From an optimization exercise on the open Yosys and OpenROAD flow, aimed at small area; shortcuts taken in it are not production practice. Where RTL was checked, it was by simulation tests only, not by an equivalence proof against the original.

==> flow/design.v (excerpt) <==
module Median_Finder_9inputs_8bits(
    output wire [7:0] median_pixel,
    output wire       out_valid,
    input  wire [7:0] pixel0, pixel1, pixel2,
    input  wire [7:0] pixel3, pixel4, pixel5,
    input  wire [7:0] pixel6, pixel7, pixel8,
    input  wire       in_valid,
    input  wire       rst,
    input  wire       clk
);
Size: roughly 1,100 cells after synthesis, ~120 flip-flops, roughly 84 I/O pins, ~6600 sq um of cells after synthesis.
clock: 2.5 ns
lec_check: 0
abc_area: 1
cap_margin: 20
core_margin: 2
core_utilization: 40
slew_margin: 20
run.sh (not shown) runs the stock make flow with config.mk's settings and CLKGATE_MAP_FILE= SYNTH_SCRIPT=/design/flow/synth_recipe.tcl, a recipe that flattens the netlist after the stock synthesis.
The starting point finished but fails on setup timing.
==> next run, changes <==
--- a/flow/design.v
+++ b/flow/design.v
@@ -4,20 +4,20 @@
     input  wire [7:0] pixel0, pixel1, pixel2,
     input  wire [7:0] pixel3, pixel4, pixel5,
     input  wire [7:0] pixel6, pixel7, pixel8,
     input  wire       in_valid,
     input  wire       rst,
     input  wire       clk
 );
-    reg [2:0] valid_q;
+    reg [3:0] valid_q;
     always @(posedge clk) begin
-        if (rst) valid_q <= 3'b0;
-        else     valid_q <= {valid_q[1:0], in_valid};
+        if (rst) valid_q <= 4'b0;
+        else     valid_q <= {valid_q[2:0], in_valid};
     end
-    assign out_valid = valid_q[2];
+    assign out_valid = valid_q[3];
     wire [7:0] x0_0 = pixel0, x0_1 = pixel1, x0_2 = pixel2;
     wire [7:0] x0_3 = pixel3, x0_4 = pixel4, x0_5 = pixel5;
     wire [7:0] x0_6 = pixel6, x0_7 = pixel7, x0_8 = pixel8;
     wire [7:0] m;    
     wire e7_0 = x0_0[7];
     wire e7_1 = x0_1[7];
     wire e7_2 = x0_2[7];
@@ -352,15 +352,19 @@
     wire lf3_5 = l0_5 | (~e0_5 & m[0]);
     wire gf3_6 = g0_6 | (e0_6 & ~m[0]);
     wire lf3_6 = l0_6 | (~e0_6 & m[0]);
     wire gf3_7 = g0_7 | (e0_7 & ~m[0]);
     wire lf3_7 = l0_7 | (~e0_7 & m[0]);
     wire gf3_8 = g0_8 | (e0_8 & ~m[0]);
     wire lf3_8 = l0_8 | (~e0_8 & m[0]);
-    assign median_pixel = {mr2, m[1:0]};
+    reg [7:0] mr3;
+    always @(posedge clk) begin
+        mr3 <= {mr2, m[1:0]};
+    end
+    assign median_pixel = mr3;
     function maj9(input [8:0] v);
         begin
             maj9 = maj3((&v[2:0]) | (&v[5:3]) | (&v[8:6]),
                         (|v[2:0]) & (|v[5:3]) & (|v[8:6]),
                         maj3(maj3(v[0], v[1], v[2]), maj3(v[3], v[4], v[5]),
                              maj3(v[6], v[7], v[8])));
         end
Outcome: The changed run finished but failed the layout checks on setup timing; sequential share of layout area is higher by 1.1 points; routed wire length is higher by about 3.7%; cell area is higher by 2.0%; clock-buffer cell count is unchanged; final cell count is higher by about 2.2%; worst setup slack improved by 290 ps; hold slack stays flat; flip-flop and latch count is higher by 9; global-route usage is higher by 1.4 points; core utilization is higher by 0.81 points; die area is higher by about 1.3%; fmax is higher by 12%.
Function was not checked in any run of this note: the RTL went through the layout flow alone.


Setup of before:
Median_Finder_9inputs_8bits, a different RTL version from the one above (not shown whole).
For scale: roughly 1,200 cells after synthesis, roughly 120 flip-flops, ~0.0072 mm² of cells after synthesis.
export LEC_CHECK = 0
export ABC_AREA = 1
export CAP_MARGIN = 20
export CORE_MARGIN = 2
export CORE_UTILIZATION = 40
export SLEW_MARGIN = 20
create_clock -name core_clock -period 2.5 [get_ports {clk}]
standard.sh (not shown) runs the stock make flow with config.mk's settings and CLKGATE_MAP_FILE= SYNTH_SCRIPT=/design/flow/synth_recipe.tcl, a recipe that flattens the netlist after the stock synthesis.
==> flow/flow/run.sh <==
#!/bin/bash
# Own layout flow: the standard flow, with two changes:
#  - synthesis maps the logic with the ABC script in flow/abc.script (an
#    area-oriented mapping) instead of ORFS's; the rest of the standard
#    synthesis (synth_recipe.tcl) is unchanged, so registers keep their names;
#  - port buffers are plain buffers (flow/ports.txt names the cell) instead
#    of the default delay cell.
# Each tool's output goes to a log file in the folder this runs in.
set -euo pipefail
W=$PWD
F=$W/flow
sed 's|log_cmd abc {\*}\$abc_args|log_cmd abc {*}[lreplace $abc_args 1 1 '"$F"'/abc.script]|' \
    "$FLOW_HOME/scripts/synth.tcl" > "$W/own_synth_core.tcl"
grep -q "$F/abc.script" "$W/own_synth_core.tcl"
sed "s|source \$::env(SCRIPTS_DIR)/synth.tcl|source $W/own_synth_core.tcl|" \
    "$W/synth_recipe.tcl" > "$W/own_synth.tcl"
grep -q "own_synth_core.tcl" "$W/own_synth.tcl"
bash "$W/standard.sh" "SYNTH_SCRIPT=$W/own_synth.tcl" synth > "$W/own_synth.log" 2>&1
EXTRA=()
while read -r line; do
    [[ -z "$line" || "$line" == \#* ]] || EXTRA+=("$line")
done < "$F/make_vars.txt"
bash "$W/standard.sh" "${EXTRA[@]}" finish > "$W/own_layout.log" 2>&1
==> flow/flow/abc.script <==
strash
dch
map -B 0.9
topo
stime -c
buffer -c
upsize -c
dnsize -c
==> flow/flow/make_vars.txt <==
# extra make variables for the layout, one per line
BUFFER_PORTS_ARGS=-buffer_cell sky130_fd_sc_hd__buf_2
Setup changes, before to after
--- a/flow/design.v
+++ b/flow/design.v
@@ -1,26 +1,26 @@
 module Median_Finder_9inputs_8bits(
     output wire [7:0] median_pixel,
     output wire       out_valid,
     input  wire [7:0] pixel0, pixel1, pixel2,
     input  wire [7:0] pixel3, pixel4, pixel5,
     input  wire [7:0] pixel6, pixel7, pixel8,
     input  wire       in_valid,
     input  wire       rst,
     input  wire       clk
 );
-    reg [2:0] valid_q;
+    reg [3:0] valid_q;
     always @(posedge clk) begin
-        if (rst) valid_q <= 3'b0;
-        else     valid_q <= {valid_q[1:0], in_valid};
+        if (rst) valid_q <= 4'b0;
+        else     valid_q <= {valid_q[2:0], in_valid};
     end
-    assign out_valid = valid_q[2];
+    assign out_valid = valid_q[3];
     wire [7:0] x0_0 = pixel0, x0_1 = pixel1, x0_2 = pixel2;
     wire [7:0] x0_3 = pixel3, x0_4 = pixel4, x0_5 = pixel5;
     wire [7:0] x0_6 = pixel6, x0_7 = pixel7, x0_8 = pixel8;
     wire [7:0] m;    
     wire e7_0 = x0_0[7];
     wire e7_1 = x0_1[7];
     wire e7_2 = x0_2[7];
     wire e7_3 = x0_3[7];
     wire e7_4 = x0_4[7];
     wire e7_5 = x0_5[7];
@@ -421,21 +421,25 @@
     wire gf3_4 = g0_4 | (e0_4 & ~m[0]);
     wire lf3_4 = l0_4 | (~e0_4 & m[0]);
     wire gf3_5 = g0_5 | (e0_5 & ~m[0]);
     wire lf3_5 = l0_5 | (~e0_5 & m[0]);
     wire gf3_6 = g0_6 | (e0_6 & ~m[0]);
     wire lf3_6 = l0_6 | (~e0_6 & m[0]);
     wire gf3_7 = g0_7 | (e0_7 & ~m[0]);
     wire lf3_7 = l0_7 | (~e0_7 & m[0]);
     wire gf3_8 = g0_8 | (e0_8 & ~m[0]);
     wire lf3_8 = l0_8 | (~e0_8 & m[0]);
-    assign median_pixel = {mr2, m[1:0]};
+    reg [7:0] mr3;
+    always @(posedge clk) begin
+        mr3 <= {mr2, m[1:0]};
+    end
+    assign median_pixel = mr3;
     function maj9(input [8:0] v);
         begin
             maj9 = maj3((&v[2:0]) | (&v[5:3]) | (&v[8:6]),
                         (|v[2:0]) & (|v[5:3]) & (|v[8:6]),
                         maj3(maj3(v[0], v[1], v[2]), maj3(v[3], v[4], v[5]),
                              maj3(v[6], v[7], v[8])));
         end
     endfunction
     function maj3(input a, input b, input c);
         maj3 = (a & b) | (b & c) | (a & c);
Results
- after ended up with a higher number of synthesized register bits than before did.
- after and before ended up with roughly the same non-clock buffer contribution to total cell area.
- after: buffers plus inverters on the worst setup path is 3 higher than what before reported.
- Between before and after, via count of the first global-routing pass decreased.
- Comparing the two runs side by side, after comes out behind before on total die area.


## v6
Median_Finder_9inputs_8bits, a different RTL version from the one above (not shown whole).
Size: about 130 flip-flops, roughly 84 I/O pins.
## Median_Finder_9inputs_8bits
module Median_Finder_9inputs_8bits(
    output wire [7:0] median_pixel,
    output wire       out_valid,
    input  wire [7:0] pixel0, pixel1, pixel2,
    input  wire [7:0] pixel3, pixel4, pixel5,
    input  wire [7:0] pixel6, pixel7, pixel8,
    input  wire       in_valid,
    input  wire       rst,
    input  wire       clk
);
Settings: LEC_CHECK=0, ABC_AREA=1, CAP_MARGIN=20, CORE_MARGIN=2, CORE_UTILIZATION=40, SLEW_MARGIN=20; clock period 2.5 ns.
==> flow/flow/abc.script <==
strash
dch
map -D 2000
topo
stime -c
buffer -c
upsize -D 2000 -c
dnsize -D 2000 -c
Scripts as last shown in full above: flow/flow/run.sh, flow/flow/make_vars.txt
v6 went all the way through synthesis, placement and routing and the layout is clean on timing, DRC and antenna.
The following lists how v7 was set up differently from v6:
-- flow/design.v --
<<< v6, line 9
    input  wire       clk
);
    reg [3:0] valid_q;
    always @(posedge clk) begin
        if (rst) valid_q <= 4'b0;
        else     valid_q <= {valid_q[2:0], in_valid};
    end
    assign out_valid = valid_q[3];
    wire [7:0] x0_0 = pixel0, x0_1 = pixel1, x0_2 = pixel2;
    wire [7:0] x0_3 = pixel3, x0_4 = pixel4, x0_5 = pixel5;
>>> v7, line 9
    input  wire       clk
);
    reg [2:0] valid_q;
    always @(posedge clk) begin
        if (rst) valid_q <= 3'b0;
        else     valid_q <= {valid_q[1:0], in_valid};
    end
    assign out_valid = valid_q[2];
    wire [7:0] x0_0 = pixel0, x0_1 = pixel1, x0_2 = pixel2;
    wire [7:0] x0_3 = pixel3, x0_4 = pixel4, x0_5 = pixel5;
<<< v6, line 428
    wire gf3_8 = g0_8 | (e0_8 & ~m[0]);
    wire lf3_8 = l0_8 | (~e0_8 & m[0]);
    reg [7:0] mr3;
    always @(posedge clk) begin
        mr3 <= {mr2, m[1:0]};
    end
    assign median_pixel = mr3;
    function maj9(input [8:0] v);
        begin
>>> v7, line 428
    wire gf3_8 = g0_8 | (e0_8 & ~m[0]);
    wire lf3_8 = l0_8 | (~e0_8 & m[0]);
    assign median_pixel = {mr2, m[1:0]};
    function maj9(input [8:0] v);
        begin
[summary]
v7 does better than v6 on wire length of the first global-routing pass. The final layout from v6, which completed every stage, passed the timing, design-rule and antenna checks at the end of the flow. v7 finished all stages; layout check result: FAIL, due to negative setup slack. Synthesized cell count, v6 and v7: lower on v6. Against v6, average wire per standard cell in v7 fell slightly. v7 against v6; cell count after placement is down slightly. Changes observed in v7 relative to v6: combined area of all synthesized cells fell about 2.7%, share of async-settable or async-resettable flops after synthesis has remained practically unchanged, post-route minimum period went up, full die area now smaller.
No functional check of the RTL was part of v7.

separate check: timing with driven ports:
Ports are ideal in the flow. The routed layouts listed here were re-timed in OpenROAD. Step 1 (the two cells are an assumption about what drives the block):
set clk [get_ports {clk}]
set_driving_cell -lib_cell sky130_fd_sc_hd__clkbuf_16 $clk
set_driving_cell -lib_cell sky130_fd_sc_hd__buf_2 [delete_from_list [all_inputs] $clk]
Step 2 also shifts input and output timing later by t, the mid clock arrival at the registers, as if the neighbouring blocks saw the same clock. a / b / c = ideal ports / drivers / drivers and shift; a / b = the first two.
run	shift t [ns]	slack for setup (ns)	worst register clock-pin slew, ns
the first run of note 1	0.448	-0.333 / -0.373 / -0.210	0.06 / 0.06
the second run of note 1	0.467	-0.039 / -0.039 / -0.268	0.06 / 0.06
before	0.454	0.164 / 0.119 / -0.057	0.06 / 0.06
after	0.455	0.224 / 0.224 / 0.059	0.06 / 0.06
v6	0.454	0.142 / 0.142 / -0.129	0.06 / 0.06
v7	0.439	-0.026 / -0.067 / -0.169	0.06 / 0.06
Met with ideal ports but missed after step 2: setup timing in before and v6. The setup slack of v6, which loses most, moves by 0.000 ns with the drivers and by -0.271 ns with both steps.
